What follows belongs to an exercise in optimizing a design on an open flow for small area and a short achievable clock period; a production flow would make more cautious choices. RTL that was checked went through simulation tests only; none was proved equivalent to the original.

==> inputs of trial 39 <==
Design goertzel_filter, start of the top module:
module goertzel_filter
  (input  [13:0] input_signal,
   input  clk,
   input  rst,
   output [39:0] magnitude);
==> flow/config.mk <==
export PLATFORM = sky130hd
export DESIGN_NAME = goertzel_filter
export DESIGN_NICKNAME = goertzel_filter
export VERILOG_FILES = /design/flow/design.v
export SDC_FILE = /design/flow/constraint.sdc
export NUM_CORES = 4
export LEC_CHECK = 0
export CAP_MARGIN = 20
export CORE_MARGIN = 2
export CORE_UTILIZATION = 55
export SLEW_MARGIN = 20
export SYNTH_HIERARCHICAL = 1
export SYNTH_MINIMUM_KEEP_SIZE = 0
==> flow/constraint.sdc <==
create_clock -name core_clock -period 45.0 [get_ports {clk}]
set_input_delay 9.0000 -clock core_clock [delete_from_list [all_inputs] [get_ports {clk}]]
set_output_delay 9.0000 -clock core_clock [all_outputs]
set_load 0.01 [all_outputs]
standard.sh (not shown) runs the stock make flow with config.mk's settings and CLKGATE_MAP_FILE= SYNTH_SCRIPT=/design/flow/synth_recipe.tcl, a recipe that flattens the netlist after the stock synthesis.
==> flow/flow/run.sh <==
#!/bin/bash
set -euo pipefail
bash standard.sh SETUP_SLACK_MARGIN=28.5 finish > orfs_make.log 2>&1
==> build 22 (differences from trial 39) <==
==> flow/flow/run.sh (replaced) <==
#!/bin/bash
set -euo pipefail
bash standard.sh SETUP_SLACK_MARGIN=28 finish > orfs_make.log 2>&1
==> trial 24 (differences from trial 39) <==
Settings changed: CTS_BUF_LIST from default to sky130_fd_sc_hd__clkbuf_8, CTS_CLUSTER_SIZE from default to 40, TNS_END_PERCENT from default to 10.
==> results.txt <==
Build 22 completed with no timing, DRC or antenna violations. Trial 39 ran to the end with no violations. Trial 24 completed with no timing, DRC or antenna violations.
The lowest global-route usage belongs to build 22, the highest to trial 39.
Of trial 24 and build 22, trial 24 has the higher non-clock buffer count (gap 7).
Worst setup slack: trial 24 > trial 39 > build 22.
Clock-buffer cell count is the same in trial 39 and trial 24.
Of trial 24 and build 22, build 22 has the higher first-iteration DRC count (gap 16%, measured against build 22).
Sequential share of layout area: build 22 is higher than trial 39 (0.092 points).
Cell area, highest first: trial 39, trial 24, build 22.
==> figures <==
Outcome: trial 39 timing/DRC/antenna clean; trial 24 timing/DRC/antenna clean; build 22 timing/DRC/antenna clean
Met1 usage: trial 39 0.423; trial 24 0.417; build 22 0.402
Number of global-route vias before repair: trial 39 15.9k; trial 24 16.1k; build 22 16.3k
Crit path from: trial 39 input_signal[7]; trial 24 input_signal[13]; build 22 input_signal[8]
Signed area change from the synthesized netlist to the final layout: trial 39 12.4%; trial 24 12.1%; build 22 11.0%
Max transition margin: trial 39 0.225; trial 24 0.411; build 22 0.339
Placed Instance Area: trial 39 0.0232 mm^2; trial 24 0.0232 mm^2; build 22 0.0232 mm^2
Sequential share of cell area: trial 39 0.0799; trial 24 0.0801; build 22 0.0808
Fmax: trial 39 0.0601 GHz; trial 24 0.0608 GHz; build 22 0.0595 GHz
Count of clock-net buffers in the final layout: trial 39 9; trial 24 9; build 22 10
Setup fix buffers added after clock tree synthesis: trial 39 32; trial 24 33; build 22 24
GR met2 Demand/Resource: trial 39 0.441; trial 24 0.435; build 22 0.444
Filler cell count in the final layout: trial 39 3252; trial 24 3207; build 22 3188
All-layer global routing usage: trial 39 0.287; trial 24 0.286; build 22 0.283
No run of this note included a check of the RTL's function; only the layout flow was run.

* * *

==> trial 64 <==
goertzel_filter, a different RTL version from the one above (not shown whole).
// goertzel_filter
module goertzel_filter
  (input  [13:0] input_signal,
   input  clk,
   input  rst,
   output [39:0] magnitude);
clock: 45.0 ns
lec_check: 0
cap_margin: 20
core_margin: 2
core_utilization: 70
slew_margin: 20
synth_hierarchical: 1
synth_minimum_keep_size: 0
==> flow/flow/run.sh <==
#!/bin/bash
set -euo pipefail
bash standard.sh SETUP_SLACK_MARGIN=28.5 finish > orfs_make.log 2>&1
==> trial 65 (differences from trial 64) <==
==> flow/flow/run.sh (replaced) <==
#!/bin/bash
set -euo pipefail
bash standard.sh SETUP_SLACK_MARGIN=27.5 finish > orfs_make.log 2>&1
Settings changed: CORE_UTILIZATION 70 to 40.
==> summary of the runs <==
Global-route usage: trial 65 is lower than trial 64 (14 points).
Of trial 65 and trial 64, trial 65 has the higher die area (gap about 70%, measured against trial 64).
Of trial 64 and trial 65, trial 64 has the higher utilization (gap 34 points).
Between trial 64 and trial 65, the lower register-to-register slack is in trial 65 (gap 0.67 ns).
Of trial 65 and trial 64, trial 64 has the higher non-clock buffer count (gap 35).
Of trial 64 and trial 65, trial 65 has the higher final cell count (gap about 10%, measured against trial 65).

* * *

==> run G <==
Starting RTL as in the previous note.
==> flow/config.mk <==
export PLATFORM = sky130hd
export DESIGN_NAME = goertzel_filter
export DESIGN_NICKNAME = goertzel_filter
export VERILOG_FILES = /design/flow/design.v
export SDC_FILE = /design/flow/constraint.sdc
export NUM_CORES = 4
export LEC_CHECK = 0
export CAP_MARGIN = 20
export CORE_MARGIN = 2
export CORE_UTILIZATION = 55
export CTS_BUF_LIST = sky130_fd_sc_hd__clkbuf_8
export CTS_CLUSTER_SIZE = 40
export SLEW_MARGIN = 20
export SYNTH_HIERARCHICAL = 1
export SYNTH_MINIMUM_KEEP_SIZE = 0
==> flow/constraint.sdc <==
create_clock -name core_clock -period 45.0 [get_ports {clk}]
set_input_delay 9.0000 -clock core_clock [delete_from_list [all_inputs] [get_ports {clk}]]
set_output_delay 9.0000 -clock core_clock [all_outputs]
set_load 0.01 [all_outputs]
==> flow/flow/run.sh <==
#!/bin/bash
set -euo pipefail
bash standard.sh SETUP_SLACK_MARGIN=28.5 finish > orfs_make.log 2>&1
==> inputs of run X, as changes to run G <==
- CORE_UTILIZATION: 55 -> 40
- CTS_BUF_LIST: sky130_fd_sc_hd__clkbuf_8 -> default
- CTS_CLUSTER_SIZE: 40 -> default
==> inputs of run B, as changes to run G <==
==> flow/run.sh (new file) <==
#!/bin/bash
# synth_recipe.tcl (not shown) runs the flow's synth.tcl, then flattens the netlist and writes it again
# the make line also repeats each setting of config.mk as NAME=value (left out here)
make -C /OpenROAD-flow-scripts/flow DESIGN_CONFIG=/design/flow/config.mk WORK_HOME=/design/flow/orfs CLKGATE_MAP_FILE= SYNTH_SCRIPT=/design/flow/synth_recipe.tcl finish
- CTS_BUF_LIST: sky130_fd_sc_hd__clkbuf_8 -> default
- CTS_CLUSTER_SIZE: 40 -> default
- SETUP_SLACK_MARGIN: default -> 5
removed: flow/flow/run.sh
removed: flow/standard.sh
==> results.rst <==
.. list-table::
   :header-rows: 1

   * - Metric
     - Value
   * - Met1 routing resource usage after global routing
     - 28.91%
   * - Final Skew
     - approximately 0.013 ns
   * - PostCTS Resize Cnt
     - about 110
   * - Data required time of the worst path
     - 45.13 ns
   * - Crit path depth
     - 33
   * - Number of vias per cell
     - ~5.3
   * - Detailed-route wire length
     - 58120 um
   * - Source of the critical timing path
     - input_signal[5]
   * - Run status
     - timing/DRC/antenna clean
Source of the figures above: run X

==> results.rst <==
.. list-table::
   :header-rows: 1

   * - Metric
     - Value
   * - Number of vias per cell
     - between 5 and 6
   * - Data required time of the worst path
     - around 45 ns
   * - Met1 routing resource usage after global routing
     - between 40% and 50%
   * - Detailed-route wire length
     - between 50000 and 60000 um
   * - PostCTS Resize Cnt
     - around 110
   * - Source of the critical timing path
     - input_signal[5]
   * - Run status
     - timing/DRC/antenna clean
   * - Crit path depth
     - 33
Source of the figures above: run G

==> results.rst <==
.. list-table::
   :header-rows: 1

   * - Metric
     - Value
   * - Met1 routing resource usage after global routing
     - between 30% and 40%
   * - Number of vias per cell
     - 5.695
   * - Detailed-route wire length
     - ~54000 um
   * - Source of the critical timing path
     - input_signal[13]
   * - Crit path depth
     - 29
   * - Final Skew
     - 0.01300 ns
   * - Run status
     - timing/DRC/antenna clean
Source of the figures above: run B


* * *

==> inputs of 06-24 <==
Another version of the RTL of goertzel_filter (not shown whole).
## goertzel_filter
module goertzel_filter
  (input  [13:0] input_signal,
   input  clk,
   input  rst,
   output [39:0] magnitude);
==> flow/config.mk <==
export PLATFORM = sky130hd
export DESIGN_NAME = goertzel_filter
export DESIGN_NICKNAME = goertzel_filter
export VERILOG_FILES = /design/flow/design.v
export SDC_FILE = /design/flow/constraint.sdc
export NUM_CORES = 4
export LEC_CHECK = 0
export CAP_MARGIN = 20
export CORE_MARGIN = 2
export CORE_UTILIZATION = 40
export SLEW_MARGIN = 20
export SYNTH_HIERARCHICAL = 1
export SYNTH_MINIMUM_KEEP_SIZE = 0
==> flow/constraint.sdc <==
create_clock -name core_clock -period 45.0 [get_ports {clk}]
set_input_delay 9.0000 -clock core_clock [delete_from_list [all_inputs] [get_ports {clk}]]
set_output_delay 9.0000 -clock core_clock [all_outputs]
set_load 0.01 [all_outputs]
==> flow/flow/run.sh <==
#!/bin/bash
set -euo pipefail
bash standard.sh SETUP_SLACK_MARGIN=26 finish > orfs_make.log 2>&1
==> 06-10: changes against 06-24 <==
==> flow/flow/run.sh (replaced) <==
#!/bin/bash
set -euo pipefail
bash standard.sh SETUP_SLACK_MARGIN=28 finish > orfs_make.log 2>&1
==> 12-11: changes against 06-24 <==
==> flow/run.sh (new file) <==
#!/bin/bash
# synth_recipe.tcl (not shown) runs the flow's synth.tcl, then flattens the netlist and writes it again
# the make line also repeats each setting of config.mk as NAME=value (left out here)
make -C /OpenROAD-flow-scripts/flow DESIGN_CONFIG=/design/flow/config.mk WORK_HOME=/design/flow/orfs CLKGATE_MAP_FILE= SYNTH_SCRIPT=/design/flow/synth_recipe.tcl finish
removed: flow/flow/run.sh
removed: flow/standard.sh
==> results.txt <==
metric	06-10	12-11	06-24
Status	finished clean	finished clean	finished clean
Setup repair after global routing missed its margin	true	false	true
Tot GR Track Use	21.8%	21.2%	21.2%
Mean routed wirelength per cell	21.1 µm	20.7 µm	20.7 µm
Inst Count DP	2,559	2,556	2,556
Source of the worst register-to-register timing path	q1[0]	q1[1]	q1[0]
Sequential share of cell area	8.09%	8.50%	8.48%
Via count of the first global-routing pass	16,100	15,600	15,600
Proportion of layout cells with a drive suffix above 1	15.2%	5.47%	6.24%
Share of the core filled with cells in the final layout	46.0%	43.7%	43.8%
Hold endpoint	q2[3]	q2[0]	q2[2]
Buffer count from post-CTS setup fixing	50	0	0
Vias after detailed routing	14,100	13,500	13,600
CP arrival	17.65 ns	19.38 ns	18.78 ns
Initial antenna violation count	1	0	0
Critical-path top delay cell	fa_2	clkdlybuf4s50_1	clkdlybuf4s50_1
Worst hold-check slack	0.604 ns	0.640 ns	0.621 ns

[static timing again, ports no longer ideal]
How much do the figures lean on ideal ports? The routed layouts below were timed once more, with nothing changed but the port constraints. Step 1 (the two cells are an assumption about what drives the block):
set clk [get_ports {clk}]
set_driving_cell -lib_cell sky130_fd_sc_hd__clkbuf_16 $clk
set_driving_cell -lib_cell sky130_fd_sc_hd__buf_2 [delete_from_list [all_inputs] $clk]
Step 2 also shifts input and output timing later by t, the mid clock arrival at the registers, as if the neighbouring blocks saw the same clock. a / b / c = ideal ports / drivers / drivers and shift; a / b = the first two.
run	t, ns	slack for setup (ns)	hold slack, ns	latest minus earliest clock arrival (ns)	worst data-port slew with drivers (ns)
trial 39	0.439	28.363 / 28.375 / 27.936	0.608 / 0.608 / 0.608	0.014 / 0.014	0.07
build 22	0.434	28.207 / 28.206 / 27.771	0.596 / 0.596 / 0.596	0.017 / 0.017	0.05
trial 24	0.484	28.545 / 28.548 / 28.063	0.586 / 0.586 / 0.586	0.019 / 0.019	0.06
trial 64	0.432	28.556 / 28.583 / 28.150	0.560 / 0.560 / 0.560	0.015 / 0.015	0.06
trial 65	0.439	27.783 / 27.802 / 27.364	0.598 / 0.598 / 0.598	0.015 / 0.015	0.04
run G	0.482	28.635 / 28.649 / 28.166	0.580 / 0.580 / 0.580	0.023 / 0.023	0.05
run X	0.439	28.600 / 28.609 / 28.170	0.617 / 0.617 / 0.617	0.013 / 0.013	0.05
run B	0.427	26.976 / 26.998 / 26.571	0.597 / 0.597 / 0.597	0.013 / 0.014	0.04
06-24	0.441	26.371 / 26.395 / 25.955	0.621 / 0.621 / 0.621	0.015 / 0.015	0.04
06-10	0.438	27.551 / 27.558 / 27.120	0.604 / 0.604 / 0.604	0.013 / 0.012	0.06
12-11	0.442	25.763 / 25.788 / 25.346	0.640 / 0.640 / 0.640	0.014 / 0.014	0.04
After both steps every run listed still meets setup and hold. For trial 24, which loses most, drivers alone change the setup slack by +0.003 ns; drivers and shift together by -0.482 ns.
